This is an optimization exercise on Yosys and OpenROAD, whose aim is small area and a short achievable clock period, not a production implementation.
In this exercise RTL edits were held to simulation tests only and were not proved equivalent to the original.
Power figures rest on the tool's default switching activity, not on a simulated workload.

build 98:
==> flow/design.v (excerpt) <==
module cpu(
    input  wire        clk,
    input  wire        reset,
    output wire [31:0] mem_addr,
    output wire        mem_wr,
    output wire [31:0] mem_wdata,
    input  wire [31:0] mem_rdata,
    output wire        reg_we,
    output wire [4:0]  reg_waddr,
    output wire [31:0] reg_wdata
);
Size: roughly 5,200 cells after synthesis, ~140 I/O pins, about 67,000 um^2 of cells after synthesis.
Settings: LEC_CHECK=0, CAP_MARGIN=35, CORE_MARGIN=2, CORE_UTILIZATION=40, CTS_CLUSTER_DIAMETER=60, CTS_CLUSTER_SIZE=30, SLEW_MARGIN=35, BUFFER_PORTS_ARGS=-buffer_cell sky130_fd_sc_hd__buf_2, SETUP_SLACK_MARGIN=59.5; clock period 76.0 ns.
standard.sh (not shown) runs the stock make flow with config.mk's settings and CLKGATE_MAP_FILE= SYNTH_SCRIPT=/design/flow/synth_recipe.tcl, a recipe that flattens the netlist after the stock synthesis.
==> flow/flow/run.sh <==
#!/bin/bash
# Layout flow: the standard layout (standard.sh: unchanged synthesis,
# floorplan, power grid, placement, CTS and routing), plus:
#  - after the standard synthesis, the combinational logic outside the fan-in
#    cone of the HI/LO registers (the timing-critical divider) is re-mapped by
#    ABC for area (remap.ys, remap.abc). Flip-flops keep their cells and names.
#    If that step fails, the standard netlist is used as it is.
#  - the port buffers that placement inserts on every input and output are
#    plain buffers (buf_2);
#  - the resizer's setup margin asks repair_timing to keep working on paths
#    until they would meet a shorter period (the SDC and clock are unchanged).
# Each tool writes its output to a log of its own in this folder (and ORFS to
# its logs in orfs/logs).
set -euo pipefail
MARGIN=59.5
{
  echo 'export BUFFER_PORTS_ARGS = -buffer_cell sky130_fd_sc_hd__buf_2'
  echo "export SETUP_SLACK_MARGIN = ${MARGIN}"
} >> config.mk
bash standard.sh synth > standard_synth.log 2>&1

RES=orfs/results/${FLOW_PLATFORM}/cpu/base
LIB=${FLOW_HOME}/platforms/${FLOW_PLATFORM}/lib/sky130_fd_sc_hd__tt_025C_1v80.lib
remap() {
  : > remap_keep.txt
  sed -e "s#@LIB@#$LIB#g; s#@NET@#$RES/1_2_yosys.v#; s#@TOP@#${FLOW_TOP}#g; s#@KEEP@#remap_keep.txt#g; s#@ABC@#flow/remap.abc#; s#@OUT@#remap_out.v#" \
    flow/remap.ys > remap_run.ys || return 1
  yosys -l remap_yosys.log -s remap_run.ys > /dev/null 2>&1 || return 1
  [ -s remap_out.v ] && grep -q "^module ${FLOW_TOP}(" remap_out.v || return 1
  # the same flip-flops, by name and cell, as the standard netlist
  grep -oE "sky130_fd_sc_hd__e?df[a-z0-9_]* [^ ]+" "$RES/1_2_yosys.v" | sort > remap_ff_std.txt
  grep -oE "sky130_fd_sc_hd__e?df[a-z0-9_]* [^ ]+" remap_out.v | sort > remap_ff_new.txt
  cmp -s remap_ff_std.txt remap_ff_new.txt || return 1
  cp "$RES/1_2_yosys.v" standard_1_2_yosys.v
  cp remap_out.v "$RES/1_2_yosys.v"
  rm -f "$RES/1_synth.odb" "$RES/1_synth.sdc"
}
if remap; then echo "remap: used" > remap_status.txt; else echo "remap: not used" > remap_status.txt; fi
bash standard.sh > standard_layout.log 2>&1
Other scripts of this flow, unchanged in this note and not shown: flow/flow/cone.py, flow/flow/remap.abc, flow/flow/remap.ys
Build 98: PASS, flow complete, no timing, DRC or antenna violations
For build 9, these inputs were changed with respect to build 98:
- swapping 60 for 100 in CTS_CLUSTER_DIAMETER
- swapping 30 for 20 in CTS_CLUSTER_SIZE
Results
When the final numbers for build 9 and build 98 were put side by side, the relative area change from synthesis to final layout turned out to be smaller in build 9. Compare build 9 and build 98 | sequential share of layout area higher: build 9. The clock-buffer cell count of build 9 exceeds that of build 98 by 20%. Compared with build 98, build 9 shows total non-filler cell area in the finished layout that has gone down by a few percent. The lower number of global-route vias before repair of build 9 and build 98 is in build 9. In build 9 the share of total power in the clock network turned out 3.7 points lower than in build 98. Final routed wire length divided by cell count for build 9 is higher than for build 98. Against build 98, least setup slack across all paths after layout in build 9 came out better. Between build 9 and build 98, it is build 9 whose share of the final layout cell area in multi-input gates is higher, by 0.70 points.
Edits applied to the flow inputs when going from build 9 to build 30:
- SETUP_SLACK_MARGIN now 60.2, was 59.5
- CTS_CLUSTER_SIZE now 25, was 20
-- flow/flow/run.sh --
<<< build 9, line 15
MARGIN=59.5
>>> build 30, line 15
MARGIN=60.2
==> comparison <==
- Number of logic stages on the critical path including buffering: build 30 vs build 9 identical
- Going from build 9 to build 30, pin count of the biggest net entering global routing went up 2; combinational group share of total power increased by 0.7 points relative to the old numbers; met3 usage went down by 0.83 points.
Changes in build 71 relative to build 30:
- swapping 60.2 for 59.5 in SETUP_SLACK_MARGIN
- swapping 40 for 60 in CORE_UTILIZATION
-- flow/flow/run.sh --
<<< build 30, line 15
MARGIN=60.2
>>> build 71, line 15
MARGIN=59.5
## What came out
Build 71: flow completed, timing, DRC and antenna clean
Floorplan die area on build 71 is ahead of build 30.
In the flow results for build 71 and build 30, the cell area after layout is smaller on build 71.
The post-layout worst setup margin of build 71 falls short of that of build 30 by 0.060 ns.
[compare] base=build 30 new=build 71: post-detailed-route via-to-cell ratio +10%, post-detailed-placement half-perimeter wirelength went down about 5%.
Relative to build 30, core utilization of the finished layout has increased by 21 points in build 71.
In build 71, the worst hold slack after final layout came out 0.0054 ns below the value in build 30.

========
Setup of v4:
Another version of the RTL of cpu (not shown whole).
Size in the first run: about 140 I/O pins.
Settings: LEC_CHECK=0, CAP_MARGIN=35, CORE_MARGIN=2, CORE_UTILIZATION=40, CTS_CLUSTER_DIAMETER=100, CTS_CLUSTER_SIZE=25, SLEW_MARGIN=35; clock period 76.0 ns.
run.sh (not shown) runs the stock make flow with config.mk's settings and CLKGATE_MAP_FILE= SYNTH_SCRIPT=/design/flow/synth_recipe.tcl, a recipe that flattens the netlist after the stock synthesis.
Stock flow here: none of the scripts above is used.
In summary, v4 completed successfully, with a layout that passed the timing, design-rule and antenna checks.
--- input diff v4..v12 ---
- BUFFER_PORTS_ARGS now -buffer_cell sky130_fd_sc_hd__buf_2, previously not set
- SETUP_SLACK_MARGIN now 59.5, previously not set
==> flow/flow/run.sh (new file) <==
#!/bin/bash
# Layout flow: the standard layout (standard.sh, unchanged synthesis,
# floorplan, power grid, placement, CTS and routing), with two settings added
# to its config.mk:
#  - the port buffers that placement inserts on every input and output are
#    plain buffers (buf_2) rather than the resizer's default pick;
#  - the resizer's setup margin asks repair_timing to keep working on paths
#    until they would meet a shorter period (the SDC and clock are unchanged).
# Each tool's output goes to the logs below and to ORFS's own logs in orfs/logs.
set -euo pipefail
MARGIN=${SETUP_MARGIN_NS:-59.5}
{
  echo 'export BUFFER_PORTS_ARGS = -buffer_cell sky130_fd_sc_hd__buf_2'
  echo "export SETUP_SLACK_MARGIN = ${MARGIN}"
} >> config.mk
bash standard.sh synth > standard_synth.log 2>&1
bash standard.sh > standard_layout.log 2>&1
==> flow/standard.sh (new file) <==
#!/bin/bash
# synth_recipe.tcl (not shown) runs the flow's synth.tcl, then flattens the netlist and writes it again
# the make line also repeats each setting of config.mk as NAME=value (left out here)
make -C /OpenROAD-flow-scripts/flow DESIGN_CONFIG=/design/flow/config.mk WORK_HOME=/design/flow/orfs CLKGATE_MAP_FILE= SYNTH_SCRIPT=/design/flow/synth_recipe.tcl "${@:-finish}"
removed: flow/run.sh
==> comparison <==
- Global-route met2 utilization in v12 is 1.1 points above v4.
- Against v4, v12 reports a utilization that is lower.
- v12 ends up with a area growth from synthesis to final layout that is 1.1 points lower than in v4.
- For v4, the capture point of the worst path was mem_addr[2], unlike v12, where it was reg_wdata[5].
- Post-route minimum period ends up lower on v12.
- v4 → v12: final standard cell count with taps included and fillers excluded roughly the same; proportion of power drawn by combinational gates went down 0.4 points; final critical-path setup slack up 0.42 ns; design area fell 770 µm².
- Layout clock buffer count (lower): v12
- Clock tree skew after final layout: v12 and v4 compared, higher one is v12
- Fmax in v12 is 2.5% above v4.

========
RTL: one of the versions met above, not the one the previous note started from.
For scale: roughly 140 I/O pins, ~67000 um^2 of cells after synthesis.
Settings: LEC_CHECK=0, CAP_MARGIN=35, CORE_MARGIN=2, CORE_UTILIZATION=40, CTS_CLUSTER_DIAMETER=100, CTS_CLUSTER_SIZE=25, SLEW_MARGIN=35, BUFFER_PORTS_ARGS=-buffer_cell sky130_fd_sc_hd__buf_2, SETUP_SLACK_MARGIN=59.5; clock period 76.0 ns.
standard.sh (not shown) runs the stock make flow with config.mk's settings and CLKGATE_MAP_FILE= SYNTH_SCRIPT=/design/flow/synth_recipe.tcl, a recipe that flattens the netlist after the stock synthesis.
==> flow/flow/run.sh <==
#!/bin/bash
# Layout flow: the standard layout (standard.sh: unchanged synthesis,
# floorplan, power grid, placement, CTS and routing), plus:
#  - after the standard synthesis, the combinational logic outside the fan-in
#    cone of the HI/LO registers (the timing-critical divider) is re-mapped by
#    ABC for area (remap.ys, remap.abc). Flip-flops keep their cells and names.
#    If that step fails, the standard netlist is used as it is.
#  - the port buffers that placement inserts on every input and output are
#    plain buffers (buf_2);
#  - the resizer's setup margin asks repair_timing to keep working on paths
#    until they would meet a shorter period (the SDC and clock are unchanged).
# Each tool writes its output to a log of its own in this folder (and ORFS to
# its logs in orfs/logs).
set -euo pipefail
MARGIN=59.5
{
  echo 'export BUFFER_PORTS_ARGS = -buffer_cell sky130_fd_sc_hd__buf_2'
  echo "export SETUP_SLACK_MARGIN = ${MARGIN}"
} >> config.mk
bash standard.sh synth > standard_synth.log 2>&1

RES=orfs/results/${FLOW_PLATFORM}/cpu/base
LIB=${FLOW_HOME}/platforms/${FLOW_PLATFORM}/lib/sky130_fd_sc_hd__tt_025C_1v80.lib
remap() {
  : > remap_keep.txt
  sed -e "s#@LIB@#$LIB#g; s#@NET@#$RES/1_2_yosys.v#; s#@TOP@#${FLOW_TOP}#g; s#@KEEP@#remap_keep.txt#g; s#@ABC@#flow/remap.abc#; s#@OUT@#remap_out.v#" \
    flow/remap.ys > remap_run.ys || return 1
  yosys -l remap_yosys.log -s remap_run.ys > /dev/null 2>&1 || return 1
  [ -s remap_out.v ] && grep -q "^module ${FLOW_TOP}(" remap_out.v || return 1
  # the same flip-flops, by name and cell, as the standard netlist
  grep -oE "sky130_fd_sc_hd__e?df[a-z0-9_]* [^ ]+" "$RES/1_2_yosys.v" | sort > remap_ff_std.txt
  grep -oE "sky130_fd_sc_hd__e?df[a-z0-9_]* [^ ]+" remap_out.v | sort > remap_ff_new.txt
  cmp -s remap_ff_std.txt remap_ff_new.txt || return 1
  cp "$RES/1_2_yosys.v" standard_1_2_yosys.v
  cp remap_out.v "$RES/1_2_yosys.v"
  rm -f "$RES/1_synth.odb" "$RES/1_synth.sdc"
}
if remap; then echo "remap: used" > remap_status.txt; else echo "remap: not used" > remap_status.txt; fi
bash standard.sh > standard_layout.log 2>&1
Other scripts of this flow, unchanged in this note and not shown: flow/flow/cone.py, flow/flow/remap.abc, flow/flow/remap.ys
Change:
ABC_AREA = 1   (was not set)
Worst setup slack improves by 0.019 ns.
Via count is about the same.
Die area stays flat.
Routed wire length goes up slightly.
Change:
--- a/flow/flow/run.sh
+++ b/flow/flow/run.sh
@@ -15 +15 @@
-MARGIN=59.5
+MARGIN=58.5
ABC_AREA = not set   (was 1)
SETUP_SLACK_MARGIN = 58.5   (was 59.5)
Non-clock buffer count climbs by 17.
Synthesized area is about the same.
Combinational power barely changes.
Cell area drops by 0.39%.
Worst hold slack stays flat.
Via count barely changes.
Global-route usage hardly moves.
Die area barely changes.
Setup slack gets worse by 0.030 ns.
First-iteration DRC count climbs by 5.6%.
Final cell count barely changes.

-- port drivers added, routing unchanged --
Ports are ideal in the flow. The routed layouts listed here were re-timed in OpenROAD. Step 1: set_driving_cell puts a clkbuf_16 on clk and a buf_2 on each other input, an assumption about the parent block. Step 2 also shifts input and output timing later by t, the mid clock arrival at the registers, as if the neighbouring blocks saw the same clock. Slacks: ideal / step 1 / step 2; pairs: ideal / step 1.
run	t (ns)	slack for setup (ns)	worst setup path at the end
build 98	0.865	59.510 / 59.436 / 59.329	input to register
build 9	0.833	59.535 / 59.460 / 59.341	input to register
build 30	0.817	59.584 / 59.507 / 59.490	input to register
build 71	0.793	59.524 / 59.443 / 59.259	input to register
v4	0.838	59.132 / 59.060 / 58.974	input to register
v12	0.854	59.548 / 59.467 / 59.412	input to register
the first run of note 3	0.810	59.550 / 59.476 / 59.346	input to register
the second run of note 3	0.814	59.569 / 59.493 / 59.220	input to register
the third run of note 3	0.803	59.540 / 59.453 / 59.304	input to register
After both steps setup and hold are still met in every run listed. The setup slack of the second run of note 3, which loses most, moves by -0.076 ns with the drivers and by -0.349 ns with both steps.
